This design comes from an exercise in tuning for small area on the open sky130 flow, not from production work.
The RTL was checked by simulation tests, not by an equivalence proof against the original design.
Power and IR drop assume default switching activity.

==> flow/design.v (excerpt) <==
module dualcore(
    input clk,
    input reset,
    input  [24-1:0]  ins_code1_proc1,
    input  [24-1:0]  ins_code2_proc2,
    output [8-1:0]   pc_proc1_code1,
    output [8-1:0]   pc_proc2_code2,
    output [16-1:0] dataOut1,
    output [16-1:0] dataOut2
);
Size: ~2100 cells after synthesis, about 860 flip-flops, ~98 I/O pins, roughly 27000 um2 of cells after synthesis.
export LEC_CHECK = 0
export CAP_MARGIN = 0
export CORE_MARGIN = 2
export CORE_UTILIZATION = 65
export SLEW_MARGIN = 0
create_clock -name core_clock -period 10.0 [get_ports {clk}]
standard.sh (not shown) runs the stock make flow with config.mk's settings and CLKGATE_MAP_FILE= SYNTH_SCRIPT=/design/flow/synth_recipe.tcl, a recipe that flattens the netlist after the stock synthesis.
==> flow/flow/run.sh <==
#!/bin/bash
# Own layout flow: the standard ORFS flow (standard.sh), with these
# changes:
#  - synthesis maps logic with an area-oriented ABC script (abc_area.script
#    here, which runs ABC's &deepsyn for five minutes) instead of ORFS's
#    delay-driven one; everything else in synthesis, including flip-flop
#    mapping, is the standard synthesis script (synth_recipe.tcl), which
#    synth.tcl here sources, except that adders are left to ABC instead of
#    being mapped to the platform's adder cells (ADDER_MAP_FILE empty);
#  - the input and output port buffers are the smallest buffer cell, and the
#    larger plain buffers are not used;
#  - clock tree synthesis uses clkbuf_8 buffers throughout,
#    clusters of up to 18 sinks within 45 um, and no dummy loads.
# Each tool's output is in the ORFS logs under orfs/logs; make's own output
# goes to make.log in this folder.
set -euo pipefail
WORK=$(pwd)
export OWN_ABC_SCRIPT="$WORK/flow/abc_area.script"
export FLOW_SYNTH_TCL="$WORK/synth_recipe.tcl"
# the platform's don't-use cells, plus the larger plain buffers, so that
# repair_design buffers high-fanout nets with small buffers
DONT_USE="$(awk '/^export DONT_USE_CELLS/{on=1} on{print; if ($0 !~ /\\$/) exit}' $FLOW_HOME/platforms/sky130hd/config.mk | tr -s ' \\\n' '\n' | grep '^sky130_' | tr '\n' ' ')"
DONT_USE="$DONT_USE sky130_fd_sc_hd__buf_4 sky130_fd_sc_hd__buf_6 sky130_fd_sc_hd__buf_8 sky130_fd_sc_hd__buf_12 sky130_fd_sc_hd__buf_16 sky130_fd_sc_hd__bufbuf_8 sky130_fd_sc_hd__bufbuf_16 sky130_fd_sc_hd__clkbuf_4"
echo "DONT_USE_CELLS=$DONT_USE" > dont_use.txt
sed -e "s#SYNTH_SCRIPT=[^ ]*#SYNTH_SCRIPT=$WORK/flow/synth.tcl#" standard.sh > standard_own.sh
bash standard_own.sh "BUFFER_PORTS_ARGS=-buffer_cell sky130_fd_sc_hd__buf_1" \
  "ADDER_MAP_FILE=" \
  "DONT_USE_CELLS=$DONT_USE" \
  "CTS_ARGS=-sink_clustering_enable -repair_clock_nets -buf_list sky130_fd_sc_hd__clkbuf_8 -root_buf sky130_fd_sc_hd__clkbuf_8 -sink_clustering_size 18 -sink_clustering_max_diameter 45 -dont_use_dummy_load" \
  finish > make.log 2>&1
==> flow/flow/abc_area.script <==
strash
ifraig
scorr
dc2
strash
&get -n
&deepsyn -T 300
&dch -f
&nf -R 1000
&put
topo
==> flow/flow/synth.tcl <==
# The standard synthesis (synth_recipe.tcl), with ABC run on our own
# script: the -script argument that ORFS passes to abc is replaced.
proc abc {args} {
  set i [lsearch -exact $args -script]
  if { $i >= 0 } {
    lset args [expr { $i + 1 }] $::env(OWN_ABC_SCRIPT)
  }
  yosys abc {*}$args
}
source $::env(FLOW_SYNTH_TCL)
The baseline ran to the end with no violations.
Edit:
--- a/flow/design.v
+++ b/flow/design.v
@@ -64,24 +64,25 @@
     input                 havMsgFromCache,
     input                 allowReadFromCache,
     input                 rmFromCache,
     input                 wmFromCache,
     input[16-1:0] allowReadFromCacheAddr,
     input                 bcTagFromCache,
     input                 tagsEqual,
+    output                addrFromCacheIsTag,
+    output                tagLoad,
     input[16-1:0] addrFromCache,
     output reg                    cacheEnToCPU,
     output [16-1:0]    dataToCPU,
     output [2-1:0] rwToMem,
     output [16-1:0]    addrToMem,
     output [16-1:0]    dataToMem,
     output reg havMsgToCache,
     output reg allowReadToCache,
     output [16-1:0] allowReadToCacheAddr,
-    output [16-1:0] tag,
     output reg bcTag,
     output reg rmToCache,
     output reg wmToCache
 );
 reg [4-1:0] state;
 reg [16-1:0]  addr;
 reg [16-1:0]  allowReadAddrN;
@@ -92,24 +93,26 @@
 wire isInvalid = (state == 4'hb) || (state == 4'hc) || (state == 4'hd);
 wire idel      = (rwFromCPU == 2'd2);
 wire match     = (addrFromCPU == addr);
 wire rm        = (rwFromCPU == 2'd0  ) && (isInvalid  || !match);
 wire rh        = (rwFromCPU == 2'd0  ) && (!isInvalid && match);
 wire wm        = (rwFromCPU == 2'd1  ) && (isInvalid  || !match);
 wire wh        = (rwFromCPU == 2'd1  ) && (!isInvalid && match);
-wire snoop     = havMsgFromCache && (bcTagFromCache ? tagsEqual : addrFromCache == addr);
+assign addrFromCacheIsTag = (addrFromCache == addr);
+wire snoop     = havMsgFromCache && (bcTagFromCache ? tagsEqual : addrFromCacheIsTag);
 wire snoopRm   = snoop && rmFromCache;
 wire snoopWm   = snoop && wmFromCache;
 wire okOther   = allowReadFromCache || allowReadFromCacheAddr != addrFromCPU;
 wire okOwn     = allowReadFromCache || allowReadToCacheAddr   != addrFromCPU;
 wire isWB = (state == 4'h2) || (state == 4'h3) ||
             (state == 4'h4)  || (state == 4'h5);
 wire isRD = (state == 4'h6) || (state == 4'h7) || (state == 4'h9) ||
             (state == 4'ha) || (state == 4'hc) || (state == 4'hd);
 assign rwToMem     = isWB ? 2'd1 : isRD ? 2'd0 : 2'd2;
+assign tagLoad     = memEn && isRD;
 assign addrToMem   = isWB ? addr : addrFromCPU;
 assign dataToMem   = cacheLine;
 assign dataToCPU   = cacheLine;
 always @(posedge clk) begin
     if(reset) begin
         cacheEnToCPU         <= 0;
         havMsgToCache        <= 0;
@@ -468,17 +471,22 @@
 wire en_M_C1,en_M_C2;
 wire[2-1:0]rw_C1_M,rw_C2_M;
 wire[16-1:0] addr_C1_M,addr_C2_M;
 wire[16-1:0] data_C1_M,data_C2_M;
 wire msg_C2_C1,msg_C1_C2;
 wire allowRead_C2_C1,allowRead_C1_C2;
 wire [16-1:0] allowReadAddr_C1_C2,allowReadAddr_C2_C1;
-wire[16-1:0] tag_C1,tag_C2;
 wire bcTag_C1,bcTag_C2;
-wire tagsEqual = (tag_C1 == tag_C2);
+wire tagLoad_C1,tagLoad_C2;
+wire p2IsTag1,p1IsTag2;    
+reg tagsEqual;
+always @(posedge clk) begin
+    if(tagLoad_C1)      tagsEqual <= p1IsTag2;
+    else if(tagLoad_C2) tagsEqual <= p2IsTag1;
+end
 wire rm_C2_C1,rm_C1_C2,wm_C2_C1,wm_C1_C2;
 processor P1(
     .clk(clk), .reset(reset),
     .instruction(ins_code1_proc1), .data(dataOut1), .pcCounter(pc_proc1_code1),
     .rwToMem(rw_P1_C1), .addrToMem(addr_P1_C1), .dataToMem(data_P1_C1),
     .cacheEn(en_C1_P1), .dataFromMem(data_C1_P1)
 );
@@ -495,29 +503,31 @@
     .dataFromMem(data_M_C1), .memEn(en_M_C1), .rwToMem(rw_C1_M),
     .addrToMem(addr_C1_M), .dataToMem(data_C1_M),
     .havMsgFromCache(msg_C2_C1), .allowReadFromCache(allowRead_C2_C1),
     .allowReadFromCacheAddr(allowReadAddr_C2_C1), .addrFromCache(addr_P2_C2),
     .bcTagFromCache(bcTag_C2), .tagsEqual(tagsEqual),
     .rmFromCache(rm_C2_C1), .wmFromCache(wm_C2_C1),
     .havMsgToCache(msg_C1_C2), .allowReadToCache(allowRead_C1_C2),
-    .allowReadToCacheAddr(allowReadAddr_C1_C2), .tag(tag_C1), .bcTag(bcTag_C1),
+    .allowReadToCacheAddr(allowReadAddr_C1_C2), .bcTag(bcTag_C1),
+    .addrFromCacheIsTag(p2IsTag1), .tagLoad(tagLoad_C1),
     .rmToCache(rm_C1_C2), .wmToCache(wm_C1_C2)
 );
 cache C2(
     .clk(clk), .reset(reset),
     .rwFromCPU(rw_P2_C2), .addrFromCPU(addr_P2_C2), .dataFromCPU(data_P2_C2),
     .cacheEnToCPU(en_C2_P2), .dataToCPU(data_C2_P2),
     .dataFromMem(data_M_C2), .memEn(en_M_C2), .rwToMem(rw_C2_M),
     .addrToMem(addr_C2_M), .dataToMem(data_C2_M),
     .havMsgFromCache(msg_C1_C2), .allowReadFromCache(allowRead_C1_C2),
     .allowReadFromCacheAddr(allowReadAddr_C1_C2), .addrFromCache(addr_P1_C1),
     .bcTagFromCache(bcTag_C1), .tagsEqual(tagsEqual),
     .rmFromCache(rm_C1_C2), .wmFromCache(wm_C1_C2),
     .havMsgToCache(msg_C2_C1), .allowReadToCache(allowRead_C2_C1),
-    .allowReadToCacheAddr(allowReadAddr_C2_C1), .tag(tag_C2), .bcTag(bcTag_C2),
+    .allowReadToCacheAddr(allowReadAddr_C2_C1), .bcTag(bcTag_C2),
+    .addrFromCacheIsTag(p1IsTag2), .tagLoad(tagLoad_C2),
     .rmToCache(rm_C2_C1), .wmToCache(wm_C2_C1)
 );
 memBus mb(
     .clk(clk), .reset(reset),
     .rwFromCacheA(rw_C1_M), .addrFromCacheA(addr_C1_M), .dataFromCacheA(data_C1_M),
     .dataToCacheA(data_M_C1), .memEnA(en_M_C1),
     .rwFromCacheB(rw_C2_M), .addrFromCacheB(addr_C2_M), .dataFromCacheB(data_C2_M),
Result: First-iteration DRC count drops by 10%; wire length came out lower by 2.9%; die area falls by 0.57%; clock-buffer cell count fell by 2; cell area came out lower by 0.73%; sequential share of layout area goes up by 0.60 points; clock power hardly moves; non-clock buffer count goes down by 4; worst setup slack improves by 0.085 ns.

[port drivers added, routing unchanged]
Ports are ideal in the flow. The routed layouts listed here were re-timed in OpenROAD. Step 1 assumes that a clkbuf_16 drives the clock port and a buf_2 every other input. Step 2 times the ports against the registers' clock, not the clock port: input delays grow and output delays shrink by t, the midpoint of the rising clock arrivals with the driver on. Slacks: ideal ports / drivers / drivers and shift; pairs: ideal ports / drivers.
run | shift t [ns] | setup WS [ns] | slew at the worst register clock pin (ns) | worst data-port slew with drivers (ns)
the first run | 0.695 | 2.783 / 2.783 / 2.389 | 0.11 / 0.11 | 0.07
the second run | 0.667 | 2.868 / 2.868 / 2.707 | 0.11 / 0.11 | 0.13
After both steps every run listed still meets setup and hold. The setup slack of the first run, which loses most, moves by 0.000 ns with the drivers and by -0.394 ns with both steps.
